Source: an optimization exercise on an open RTL-to-GDS flow (aim: small area). Production flows keep margins and buffers that such runs may drop. Only simulation tests tie the RTL to the original design; equivalence was not proved.

==> run K <==
==> flow/design.v (excerpt) <==
module multiple(
 input iClk,
 input iReset_n,
 input iChipSelect_n,
 input iWrite_n,
 input iRead_n,
 input [3:0] iAddress,
 input [31:0] iData,
 output reg [31:0] oData
 );
export LEC_CHECK = 0
export CAP_MARGIN = 20
export CORE_MARGIN = 2
export CORE_UTILIZATION = 40
export CTS_CLUSTER_DIAMETER = 120
export CTS_CLUSTER_SIZE = 26
export SLEW_MARGIN = 20
export SYNTH_HIERARCHICAL = 1
create_clock -name core_clock -period 9.0 [get_ports {iClk}]
standard.sh (not shown) runs the stock make flow with config.mk's settings and CLKGATE_MAP_FILE= SYNTH_SCRIPT=/design/flow/synth_recipe.tcl, a recipe that flattens the netlist after the stock synthesis.
==> flow/flow/run.sh <==
#!/bin/bash
# The standard layout, with the input and output port buffers made of the
# smallest buffer cell (every port still gets its own buffer).
set -euo pipefail
export BUFFER_PORTS_ARGS="-buffer_cell sky130_fd_sc_hd__buf_1"
bash standard.sh > standard_flow.log 2>&1
==> inputs of run Y, as changes to run K <==
==> flow/run.sh (new file) <==
#!/bin/bash
# synth_recipe.tcl (not shown) runs the flow's synth.tcl, then flattens the netlist and writes it again
# the make line also repeats each setting of config.mk as NAME=value (left out here)
make -C /OpenROAD-flow-scripts/flow DESIGN_CONFIG=/design/flow/config.mk WORK_HOME=/design/flow/orfs CLKGATE_MAP_FILE= SYNTH_SCRIPT=/design/flow/synth_recipe.tcl finish
removed: flow/flow/run.sh
removed: flow/standard.sh
==> comparison <==
- Against run Y, the sequential share of layout area of run K is higher by 0.93 points.
- In area after synthesis, run K and run Y do not differ.
- Die area is the same in run K and run Y.
- Maximum frequency: run Y is higher than run K (0.82%).
- In sequential cell count, run Y and run K do not differ.
- Of run Y and run K, run K has the higher via count (gap 0.61%, measured against run K).
- Between run Y and run K, the lower first-iteration DRC count is in run Y (gap about 12%, measured against run K).


==> job 632: inputs <==
Another version of the RTL of multiple (not shown whole).
==> module adder, before the edit <==
module adder(
	input clk,
	input [3:0] control,
	input [31:0] a,
	input [31:0] b,
	input [31:0] c,
	input [31:0] d,
	output [1:0] status,
	output [31:0] ketqua
);
reg status_r;
reg [31:0] ketqua_r;
wire [15:0] m = {{8{control[1]}}, {4{control[0]}}, 4'hf};
wire [15:0] am = a[15:0] & m;
wire [15:0] bm = b[15:0] & m;
wire [15:0] cm = c[15:0] & m;
wire [15:0] dm = d[15:0] & m;
assign status = {2{control[2] & status_r}};
assign ketqua = control[2] ? ketqua_r : 32'h0;
always @(posedge clk) begin
	if (~control[2] | ~control[3]) begin
		ketqua_r <= 32'h0;
		status_r <= 1'b0;
	end else if (control[1:0] != 2'b10) begin
		ketqua_r <= am * cm + bm * dm;
		status_r <= 1'b1;
	end
end
endmodule
clock: 9.0 ns
lec_check: 0
cap_margin: 20
core_margin: 2
core_utilization: 40
slew_margin: 20
run.sh (not shown) runs the stock make flow with config.mk's settings and CLKGATE_MAP_FILE= SYNTH_SCRIPT=/design/flow/synth_recipe.tcl, a recipe that flattens the netlist after the stock synthesis.
Stock flow here: none of the scripts above is used.
==> job 1291: changes against job 632 <==
--- a/flow/design.v
+++ b/flow/design.v
@@ -3,6 +3,6 @@
 	input [3:0] control,
-	input [31:0] a,
-	input [31:0] b,
-	input [31:0] c,
-	input [31:0] d,
+	input [31:0]a,
+	input [31:0]b,
+	input [31:0]c,
+	input [31:0]d,
 	output [1:0] status,
@@ -10,20 +10,41 @@
 );
-reg status_r;
+reg [1:0] status_r;
 reg [31:0] ketqua_r;
-wire [15:0] m = {{8{control[1]}}, {4{control[0]}}, 4'hf};
-wire [15:0] am = a[15:0] & m;
-wire [15:0] bm = b[15:0] & m;
-wire [15:0] cm = c[15:0] & m;
-wire [15:0] dm = d[15:0] & m;
-assign status = {2{control[2] & status_r}};
+assign status = control[2] ? status_r : 2'h0;
 assign ketqua = control[2] ? ketqua_r : 32'h0;
-always @(posedge clk) begin
-	if (~control[2] | ~control[3]) begin
-		ketqua_r <= 32'h0;
-		status_r <= 1'b0;
-	end else if (control[1:0] != 2'b10) begin
-		ketqua_r <= am * cm + bm * dm;
-		status_r <= 1'b1;
-	end
-end
+always@(posedge clk)
+	begin
+		if(~control[2])
+			begin 
+			ketqua_r<= 32'h0;
+			status_r<= 2'h0;
+			end
+		else 
+			begin
+				if (control[3])
+					begin
+						if(control[1:0]==2'b00)
+							begin
+							ketqua_r <= a[3:0]*c[3:0]+b[3:0]*d[3:0];
+							status_r <= 2'b11;
+							end
+						else if (control[1:0]==2'b01)
+								begin
+								ketqua_r <= a[7:0]*c[7:0]+b[7:0]*d[7:0];
+								status_r <= 2'b11;
+								end
+								else if (control[1:0]==2'b11)
+										begin
+										status_r <= 2'b10;
+										ketqua_r <= a[15:0]*c[15:0]+b[15:0]*d[15:0];
+										status_r <= 2'b11;
+										end
+					end
+				else
+					begin
+					status_r <= 2'b00;
+					ketqua_r <= 32'h0;
+					end
+			end
+		end
 endmodule
==> notes <==
Job 632 completed without violations. Job 1291 went through all stages and came out clean. Via count: job 1291 is higher than job 632 (about 10%). In job 632 the clock skew is higher than in job 1291, by 0.014 ns. In job 1291 the hold slack is lower than in job 632, by 0.012 ns. Area after synthesis: job 1291 is higher than job 632 (about 17%). In job 1291 the maximum frequency is higher than in job 632, by about 8%. Sequential cell count is the same in job 1291 and job 632. Of job 632 and job 1291, job 632 has the higher non-clock buffer count (gap 21). Between job 1291 and job 632, the lower final cell count is in job 632 (gap 16%, measured against job 632). Against job 632, the core utilization of job 1291 is lower by 0.10 points.


==> run a <==
Another version of the RTL of multiple (not shown whole).
clock: 9.0 ns
lec_check: 0
cap_margin: 20
core_margin: 2
core_utilization: 40
cts_cluster_diameter: 120
cts_cluster_size: 26
slew_margin: 20
synth_hierarchical: 1
==> inputs of run b, as changes to run a <==
Settings changed: GPL_TIMING_DRIVEN from default to 0.
==> comparison table <==
quantity                                       run b      run a
Seq/total area                                37.60%     39.08%
Non-clk bufs                                     256        123
Part of the cycle the worst path needs        93.96%     88.62%
Final Non-Filler Cells                          2225       2092
Grt met1 use                                  27.41%     26.95%
Final wirelength                            49670 um   47410 um
Max Used Layer                                  met4       met5
Worst-skew pair later-pin latency             500 ps     490 ps
Flop2flop setup slack                         540 ps    1020 ps
Destination of the critical timing path      l16[30]  oData[26]
Placed instance area                       20580 um2  19780 um2
Number of global-route vias before repair      13356      12827
Run status                  timing/DRC/antenna clean  timing/DRC/antenna clean
Finished layout cell area                  21000 um2  20200 um2

==> separate check: timing with driven ports <==
The flow's constraints put no driver on any port. The routed layouts listed below were extracted and timed again, unchanged, in two steps.
Step 1 assumes that a clkbuf_16 drives the clock port and a buf_2 every other input.
Step 2, shift: input delay + t, output delay - t, t = (earliest + latest rising clock arrival at the registers) / 2. This alone moves slack from input paths to output paths.
a / b / c = no drivers / after step 1 / after step 2; a / b = the first two.
run	shift t [ns]	slack for setup (ns)	hold WS [ns]
run K	0.542	0.733 / 0.733 / 0.733	0.436 / 0.436 / 0.436
run Y	0.549	0.800 / 0.800 / 0.800	0.421 / 0.421 / 0.421
job 632	0.482	0.690 / 0.690 / 0.690	0.467 / 0.467 / 0.467
job 1291	0.503	1.287 / 1.287 / 1.287	0.455 / 0.455 / 0.455
run a	0.536	1.024 / 1.024 / 1.024	0.427 / 0.427 / 0.427
run b	0.544	0.544 / 0.544 / 0.544	0.436 / 0.436 / 0.436
After both steps setup and hold are still met in every run listed.
